This is an optimization exercise on Yosys and OpenROAD, whose aim is small area, not a production implementation.
RTL that was checked went through simulation tests only; none was proved equivalent to the original.
The clock port is modelled as an ideal driver; clocking choices that lean on that would not hold on a real chip.
No activity file was given, so power comes from the tool's default toggle rates.

==> run a <==
==> flow/design.v <==
`timescale 1ns / 1ps
module uart_fifo(
    input clk,
    input reset,
    input uart_rx,
    output uart_tx,
    output [7:0] led
);
    function [3:0] db;
        input [3:0] q;
        db = {q[2:0], q[3] ^ q[2] ^ (q[2:0] == 3'd0)};
    endfunction
    reg ract;
    reg [3:0] ul, uh;
    reg sb;
    reg fwr;
    wire rsmp = ract & (ul == 4'd8);
    wire rend = rsmp & ~uh[3] & ~uh[0];     
    wire rrdy = sb & ~ract;
    always @(posedge clk or posedge reset) begin
        if (reset) begin
            ract <= 1'b0;
            sb <= 1'b0;
            fwr <= 1'b0;
        end else begin
            fwr <= rrdy;
            if (!ract) ract <= ~uart_rx;
            else if (rend) ract <= 1'b0;
            if (rsmp) sb <= uart_rx | rend;
            else if (!ract) sb <= 1'b0;
        end
    end
    always @(posedge clk) begin
        ul <= ract ? db(ul) : 4'd0;
        uh <= ract ? uh + {3'd0, ul == 4'd8} : 4'd7;
    end
    reg cnt;
    reg [3:0] pl, pr;
    reg busy;                
    reg [3:0] tlo, th;       
    wire rd = cnt & ~busy;
    reg [7:0] ring [0:15];
    wire [7:0] tap = ring[15];
    wire wbit = ract & uh[3] & (pl == 4'd0);
    wire trot;
    wire [7:0] rin = (wbit | trot) ? {wbit ? sb : tap[0], tap[7:1]} : tap;
    integer i;
    always @(posedge clk) begin
        ring[0] <= rin;
        for (i = 1; i < 16; i = i + 1) ring[i] <= ring[i-1];
    end
    always @(posedge clk or posedge reset) begin
        if (reset) begin
            cnt <= 1'b0;
            pl <= 4'd1;
            pr <= 4'd0;
        end else begin
            cnt <= ~rd & (cnt | fwr);
            pl <= pl + {3'd0, ~fwr};
            pr <= pr + {3'd0, ~rd};
        end
    end
    reg [7:0] nxt;
    wire fwin = busy & ~th[3] & th[1] & ~(th[0] & (tlo == 4'd8));
    wire fetch = fwin & (pr == 4'd15);
    wire cap = wbit & ~cnt & (pr == 4'd15);    
    always @(posedge clk) begin
        if (fetch | cap) nxt <= rin;
    end
    reg [7:0] dout;
    always @(posedge clk or posedge reset) begin
        if (reset) dout <= 8'd0;
        else if (rd) dout <= nxt;
    end
    reg flag;                
    reg pre;                 
    reg tx;
    always @(posedge clk or posedge reset) begin
        if (reset) busy <= 1'b0;
        else busy <= rd | (busy & ~(~th[3] & ~th[1] & (tlo == 4'd8)));
    end
    always @(posedge clk) begin
        tlo <= rd ? 4'd8 : db(tlo);
        th <= rd ? 4'd6 : th + {3'd0, tlo == 4'd8};
    end
    wire tslot = (pl[3:1] == 3'd7) & (pl[0] ^ flag);    
    assign trot = tslot & busy & th[3];
    wire nb = tslot ? tap[0] : pre;
    always @(posedge clk) begin
        if (busy & ~th[3] & th[1] & ~th[0]) flag <= 1'b0;
        else if (fwr) flag <= 1'b1;
        pre <= nb;
    end
    always @(posedge clk or posedge reset) begin
        if (reset) tx <= 1'b1;
        else if (busy & (tlo == 4'd8) & (th[3] | ~th[1] | th[0]))
            tx <= (~th[3] & th[0]) ? 1'b0 : (~th[3] & ~th[1]) ? 1'b1 : nb;
    end
    assign uart_tx = tx;
    assign led = dout;
endmodule
==> flow/flow/run.sh <==
#!/bin/bash
# Standard layout, except:
# - the clock tree is built by flow/clock_tree.tcl before CTS (a root buffer
#   and one clkbuf_16 per region of registers); CTS then skips its nets;
# - ports are buffered with buf_1;
# - after global routing, gates off the critical paths are downsized
#   (ORFS's power recovery, on all paths).
set -o pipefail
export PRE_CTS_TCL="$PWD/flow/clock_tree.tcl"
export BUFFER_PORTS_ARGS="-buffer_cell sky130_fd_sc_hd__buf_1"
export RECOVER_POWER=100
bash standard.sh > standard.log 2>&1
==> flow/flow/clock_tree.tcl <==
# A clock tree built before CTS: the clock port drives NLEAF leaf buffers
# (through one root buffer if rootcell is set), each driving the registers of
# one region of the placement (found by recursive bisection at the median,
# along the longer side). CTS is then told to skip these nets.
set nleaf 5
set leafcell sky130_fd_sc_hd__clkbuf_16
set rootcell "sky130_fd_sc_hd__clkbuf_4"
set block [ord::get_db_block]
set db [ord::get_db]
set clknet [$block findNet clk]
set sinks {}
foreach it [$clknet getITerms] {
  set loc [[$it getInst] getLocation]
  lappend sinks [list $it [lindex $loc 0] [lindex $loc 1]]
}
proc bisect {items n} {
  if {$n <= 1 || [llength $items] <= 1} { return [list $items] }
  set xs [lsort -integer [lmap i $items {lindex $i 1}]]
  set ys [lsort -integer [lmap i $items {lindex $i 2}]]
  set dx [expr {[lindex $xs end] - [lindex $xs 0]}]
  set dy [expr {[lindex $ys end] - [lindex $ys 0]}]
  set key [expr {$dx >= $dy ? 1 : 2}]
  set s [lsort -integer -index $key $items]
  set n1 [expr {$n / 2}]
  set k [expr {([llength $s] * $n1) / $n}]
  return [concat [bisect [lrange $s 0 [expr {$k-1}]] $n1] [bisect [lrange $s $k end] [expr {$n - $n1}]]]
}
set groups [bisect $sinks $nleaf]
if {$rootcell ne ""} {
  set rootnet [odb::dbNet_create $block "clkroot_net"]
  $rootnet setSigType CLOCK
  set skip [list clk clkroot_net]
} else {
  set rootnet $clknet
  set skip [list clk]
}
set gi 0; set rx 0; set ry 0
foreach g $groups {
  set sx 0; set sy 0
  foreach i $g { incr sx [lindex $i 1]; incr sy [lindex $i 2] }
  set cx [expr {$sx / [llength $g]}]; set cy [expr {$sy / [llength $g]}]
  set buf [odb::dbInst_create $block [$db findMaster $leafcell] "clkleaf_$gi"]
  set net [odb::dbNet_create $block "clkleaf_net_$gi"]
  $net setSigType CLOCK
  foreach i $g {
    set it [lindex $i 0]
    $it disconnect
    $it connect $net
  }
  [$buf findITerm A] connect $rootnet
  [$buf findITerm X] connect $net
  $buf setLocation $cx $cy
  $buf setPlacementStatus PLACED
  lappend skip "clkleaf_net_$gi"
  puts "clkleaf_$gi: [llength $g] sinks at $cx $cy"
  incr rx $cx; incr ry $cy
  incr gi
}
if {$rootcell ne ""} {
  set root [odb::dbInst_create $block [$db findMaster $rootcell] "clkroot"]
  [$root findITerm A] connect $clknet
  [$root findITerm X] connect $rootnet
  $root setLocation [expr {$rx / $gi}] [expr {$ry / $gi}]
  $root setPlacementStatus PLACED
}
set_cts_config -skip_nets $skip
==> flow/standard.sh <==
#!/bin/bash
# synth_recipe.tcl (not shown) runs the flow's synth.tcl, then flattens the netlist and writes it again
# the make line also repeats each setting of config.mk as NAME=value (left out here)
make -C /OpenROAD-flow-scripts/flow DESIGN_CONFIG=/design/flow/config.mk WORK_HOME=/design/flow/orfs CLKGATE_MAP_FILE= SYNTH_SCRIPT=/design/flow/synth_recipe.tcl "${@:-finish}"
==> flow/config.mk <==
export PLATFORM = sky130hd
export DESIGN_NAME = uart_fifo
export DESIGN_NICKNAME = uart_fifo
export VERILOG_FILES = /design/flow/design.v
export SDC_FILE = /design/flow/constraint.sdc
export NUM_CORES = 4
export LEC_CHECK = 0
export CAP_MARGIN = 20
export CORE_MARGIN = 2
export CORE_UTILIZATION = 60
export SLEW_MARGIN = 20
==> flow/constraint.sdc <==
create_clock -name core_clock -period 10.0 [get_ports {clk}]
set_input_delay 2.0000 -clock core_clock [delete_from_list [all_inputs] [get_ports {clk}]]
set_output_delay 2.0000 -clock core_clock [all_outputs]
set_load 0.01 [all_outputs]
==> run b: changes against run a <==
==> flow/design.v, changed modules only <==
module uart_fifo(
    input clk,
    input reset,
    input uart_rx,
    output uart_tx,
    output [7:0] led
);
    reg ract;
    reg [7:0] u;
    reg sb;                  
    reg rrdy, fwr;
    wire rsmp = ract & (u[3:0] == 4'd15);
    wire rend = ract & (u == 8'h0f);
    always @(posedge clk or posedge reset) begin
        if (reset) begin
            ract <= 1'b0;
            rrdy <= 1'b0;
            fwr <= 1'b0;
        end else begin
            rrdy <= rend;
            fwr <= rrdy;
            if (!ract) ract <= ~uart_rx;
            else if (rend) ract <= 1'b0;
        end
    end
    always @(posedge clk) begin
        u <= ract ? u + 8'd1 : 8'h70;
        if (rsmp) sb <= uart_rx;
    end
    reg cnt;
    reg [3:0] pw, pr;
    reg busy;                
    reg [7:0] tl;
    wire rd = cnt & ~busy;
    reg [7:0] ring [0:15];
    wire [7:0] tap = ring[15];
    wire wbit = ract & u[7] & (pw == 4'd15);
    wire trot;
    wire [7:0] rin = (wbit | trot) ? {wbit ? sb : tap[0], tap[7:1]} : tap;
    integer i;
    always @(posedge clk) begin
        ring[0] <= rin;
        for (i = 1; i < 16; i = i + 1) ring[i] <= ring[i-1];
    end
    always @(posedge clk or posedge reset) begin
        if (reset) begin
            cnt <= 1'b0;
            pw <= 4'd0;
            pr <= 4'd0;
        end else begin
            cnt <= ~rd & (cnt | fwr);
            pw <= pw + 4'd1 + {3'd0, fwr};
            pr <= pr + 4'd1 + {3'd0, rd};
        end
    end
    reg [7:0] nxt;
    wire fwin = busy & ~tl[7] & ~(tl[5] & tl[4]) & ~(tl[5] & (tl[3:0] == 4'd15));
    wire fetch = fwin & (pr == 4'd15);
    wire cap = wbit & ~cnt & (pw == pr);
    always @(posedge clk) begin
        if (fetch | cap) nxt <= rin;
    end
    reg [7:0] dout;
    always @(posedge clk or posedge reset) begin
        if (reset) dout <= 8'd0;
        else if (rd) dout <= nxt;
    end
    reg flag;                
    reg pre;                 
    reg tx;
    wire [8:0] tl1 = {1'b0, tl} + 9'd1;
    always @(posedge clk or posedge reset) begin
        if (reset) busy <= 1'b0;
        else busy <= rd | (busy & ~tl1[8]);
    end
    always @(posedge clk) tl <= rd ? 8'h5f : tl1[7:0];
    wire tslot = (pw == {3'd0, flag});
    assign trot = tslot & busy & ((tl[7] & ~(tl[6] & tl[5] & tl[4])) | (tl[7:4] == 4'd7));
    wire nb = tslot ? tap[0] : pre;
    always @(posedge clk) begin
        if (busy & ~tl[7] & ~tl[5]) flag <= 1'b0;
        else if (fwr) flag <= 1'b1;
        pre <= nb;
    end
    always @(posedge clk or posedge reset) begin
        if (reset) tx <= 1'b1;
        else if (busy & (tl[3:0] == 4'd15) & (tl[7] | tl[5]))
            tx <= (~tl[7] & ~tl[4]) ? 1'b0 : (tl[7:4] == 4'd15) ? 1'b1 : nb;
    end
    assign uart_tx = tx;
    assign led = dout;
endmodule
--- a/flow/flow/clock_tree.tcl
+++ b/flow/flow/clock_tree.tcl
@@ -1,8 +1,8 @@
-# A clock tree built before CTS: the clock port drives NLEAF leaf buffers
-# (through one root buffer if rootcell is set), each driving the registers of
-# one region of the placement (found by recursive bisection at the median,
-# along the longer side). CTS is then told to skip these nets.
+# A two-level clock tree, built before CTS: the clock port drives one root
+# buffer, which drives NLEAF leaf buffers, each driving the registers of one
+# region of the placement (found by recursive bisection at the median, along
+# the longer side). CTS is then told to skip these nets.
 set nleaf 5
 set leafcell sky130_fd_sc_hd__clkbuf_16
-set rootcell "sky130_fd_sc_hd__clkbuf_4"
+set rootcell sky130_fd_sc_hd__clkbuf_4
 set block [ord::get_db_block]
@@ -28,10 +28,5 @@
 set groups [bisect $sinks $nleaf]
-if {$rootcell ne ""} {
-  set rootnet [odb::dbNet_create $block "clkroot_net"]
-  $rootnet setSigType CLOCK
-  set skip [list clk clkroot_net]
-} else {
-  set rootnet $clknet
-  set skip [list clk]
-}
+set rootnet [odb::dbNet_create $block "clkroot_net"]
+$rootnet setSigType CLOCK
+set skip [list clk clkroot_net]
 set gi 0; set rx 0; set ry 0
@@ -58,9 +53,7 @@
 }
-if {$rootcell ne ""} {
-  set root [odb::dbInst_create $block [$db findMaster $rootcell] "clkroot"]
-  [$root findITerm A] connect $clknet
-  [$root findITerm X] connect $rootnet
-  $root setLocation [expr {$rx / $gi}] [expr {$ry / $gi}]
-  $root setPlacementStatus PLACED
-}
+set root [odb::dbInst_create $block [$db findMaster $rootcell] "clkroot"]
+[$root findITerm A] connect $clknet
+[$root findITerm X] connect $rootnet
+$root setLocation [expr {$rx / $gi}] [expr {$ry / $gi}]
+$root setPlacementStatus PLACED
 set_cts_config -skip_nets $skip
==> run c: changes against run a <==
==> flow/design.v, changed modules only <==
module uart_fifo(
    input clk,
    input reset,
    input uart_rx,
    output uart_tx,
    output [7:0] led
);
    function [3:0] db;
        input [3:0] q;
        db = {q[2:0], q[3] ^ q[2] ^ (q[2:0] == 3'd0)};
    endfunction
    reg ract;
    reg [3:0] ul, uh;
    reg sb;
    reg fwr;
    wire rsmp = ract & (ul == 4'd8);
    wire rend = rsmp & (uh == 4'd0);
    wire rrdy = sb & ~ract;
    always @(posedge clk or posedge reset) begin
        if (reset) begin
            ract <= 1'b0;
            sb <= 1'b0;
            fwr <= 1'b0;
        end else begin
            fwr <= rrdy;
            if (!ract) ract <= ~uart_rx;
            else if (rend) ract <= 1'b0;
            if (rsmp) sb <= uart_rx | rend;
            else if (!ract) sb <= 1'b0;
        end
    end
    always @(posedge clk) begin
        ul <= ract ? db(ul) : 4'd0;
        uh <= ract ? uh + {3'd0, ul == 4'd8} : 4'd7;
    end
    reg cnt;
    reg [3:0] pw, pr;
    reg busy;                
    reg [3:0] tlo, th;       
    wire rd = cnt & ~busy;
    reg [7:0] ring [0:15];
    wire [7:0] tap = ring[15];
    wire wbit = ract & uh[3] & (pw == 4'd15);
    wire trot;
    wire [7:0] rin = (wbit | trot) ? {wbit ? sb : tap[0], tap[7:1]} : tap;
    integer i;
    always @(posedge clk) begin
        ring[0] <= rin;
        for (i = 1; i < 16; i = i + 1) ring[i] <= ring[i-1];
    end
    always @(posedge clk or posedge reset) begin
        if (reset) begin
            cnt <= 1'b0;
            pw <= 4'd0;
            pr <= 4'd0;
        end else begin
            cnt <= ~rd & (cnt | fwr);
            pw <= pw + 4'd1 + {3'd0, fwr};
            pr <= pr + 4'd1 + {3'd0, rd};
        end
    end
    reg [7:0] nxt;
    wire fwin = busy & ~th[3] & ~(th[1] & th[0]) & ~(th[1] & (tlo == 4'd8));
    wire fetch = fwin & (pr == 4'd15);
    wire cap = wbit & ~cnt & (pr == 4'd15);    
    always @(posedge clk) begin
        if (fetch | cap) nxt <= rin;
    end
    reg [7:0] dout;
    always @(posedge clk or posedge reset) begin
        if (reset) dout <= 8'd0;
        else if (rd) dout <= nxt;
    end
    reg flag;                
    reg pre;                 
    reg tx;
    always @(posedge clk or posedge reset) begin
        if (reset) busy <= 1'b0;
        else busy <= rd | (busy & ~((th == 4'd15) & (tlo == 4'd8)));
    end
    always @(posedge clk) begin
        tlo <= rd ? 4'd8 : db(tlo);
        th <= rd ? 4'd5 : th + {3'd0, tlo == 4'd8};
    end
    wire tslot = (pw == {3'd0, flag});
    assign trot = tslot & busy & ((th[3] & ~(th[2] & th[1] & th[0])) | (th == 4'd7));
    wire nb = tslot ? tap[0] : pre;
    always @(posedge clk) begin
        if (busy & ~th[3] & ~th[1]) flag <= 1'b0;
        else if (fwr) flag <= 1'b1;
        pre <= nb;
    end
    always @(posedge clk or posedge reset) begin
        if (reset) tx <= 1'b1;
        else if (busy & (tlo == 4'd8) & (th[3] | th[1]))
            tx <= (~th[3] & ~th[0]) ? 1'b0 : (th == 4'd15) ? 1'b1 : nb;
    end
    assign uart_tx = tx;
    assign led = dout;
endmodule
--- a/flow/flow/clock_tree.tcl
+++ b/flow/flow/clock_tree.tcl
@@ -1,8 +1,8 @@
-# A clock tree built before CTS: the clock port drives NLEAF leaf buffers
-# (through one root buffer if rootcell is set), each driving the registers of
-# one region of the placement (found by recursive bisection at the median,
-# along the longer side). CTS is then told to skip these nets.
+# A two-level clock tree, built before CTS: the clock port drives one root
+# buffer, which drives NLEAF leaf buffers, each driving the registers of one
+# region of the placement (found by recursive bisection at the median, along
+# the longer side). CTS is then told to skip these nets.
 set nleaf 5
 set leafcell sky130_fd_sc_hd__clkbuf_16
-set rootcell "sky130_fd_sc_hd__clkbuf_4"
+set rootcell sky130_fd_sc_hd__clkbuf_4
 set block [ord::get_db_block]
@@ -28,10 +28,5 @@
 set groups [bisect $sinks $nleaf]
-if {$rootcell ne ""} {
-  set rootnet [odb::dbNet_create $block "clkroot_net"]
-  $rootnet setSigType CLOCK
-  set skip [list clk clkroot_net]
-} else {
-  set rootnet $clknet
-  set skip [list clk]
-}
+set rootnet [odb::dbNet_create $block "clkroot_net"]
+$rootnet setSigType CLOCK
+set skip [list clk clkroot_net]
 set gi 0; set rx 0; set ry 0
@@ -58,9 +53,7 @@
 }
-if {$rootcell ne ""} {
-  set root [odb::dbInst_create $block [$db findMaster $rootcell] "clkroot"]
-  [$root findITerm A] connect $clknet
-  [$root findITerm X] connect $rootnet
-  $root setLocation [expr {$rx / $gi}] [expr {$ry / $gi}]
-  $root setPlacementStatus PLACED
-}
+set root [odb::dbInst_create $block [$db findMaster $rootcell] "clkroot"]
+[$root findITerm A] connect $clknet
+[$root findITerm X] connect $rootnet
+$root setLocation [expr {$rx / $gi}] [expr {$ry / $gi}]
+$root setPlacementStatus PLACED
 set_cts_config -skip_nets $skip
==> run notes <==
Worst setup slack: run c < run b < run a.
Global-route usage: run b > run a > run c.
Total power: run a > run b > run c.
Against run b, the register-to-register slack of run c is lower by 0.15 ns.
Fmax: run c < run b < run a.
In run a the sequential cell count is lower than in run b, by 1.
Clock power is about the same in run b and run a.
Utilization: run c > run a > run b.
Via count: run b > run c > run a.
Against run c, the die area of run a is lower by about 1.6%.
Against run b, the sequential power of run a is higher by 11%.
For run c, only the layout was checked, not whether the RTL still works.

[separate check: timing with driven ports]
The flow's constraints put no driver on any port. The routed layouts listed below were extracted and timed again, unchanged, in two steps.
Step 1, drivers: a clkbuf_16 drives clk and a buf_2 each remaining input, both assumed.
Step 2 also shifts input and output timing later by t, the mid clock arrival at the registers, as if the neighbouring blocks saw the same clock.
a / b / c = ideal / step 1 / step 2; a / b = the first two.
run	shift t [ns]	slack for setup (ns)	hold slack, ns	worst setup path at the end	slew at the worst register clock pin (ns)
run a	0.477	6.855 / 6.831 / 7.308	0.326 / 0.326 / 0.326	register to output	0.12 / 0.12
run b	0.488	6.849 / 6.823 / 7.311	0.332 / 0.332 / 0.332	register to output	0.12 / 0.12
run c	0.495	6.842 / 6.814 / 7.309	0.327 / 0.327 / 0.327	register to output	0.12 / 0.12
After both steps every run listed still meets setup and hold.
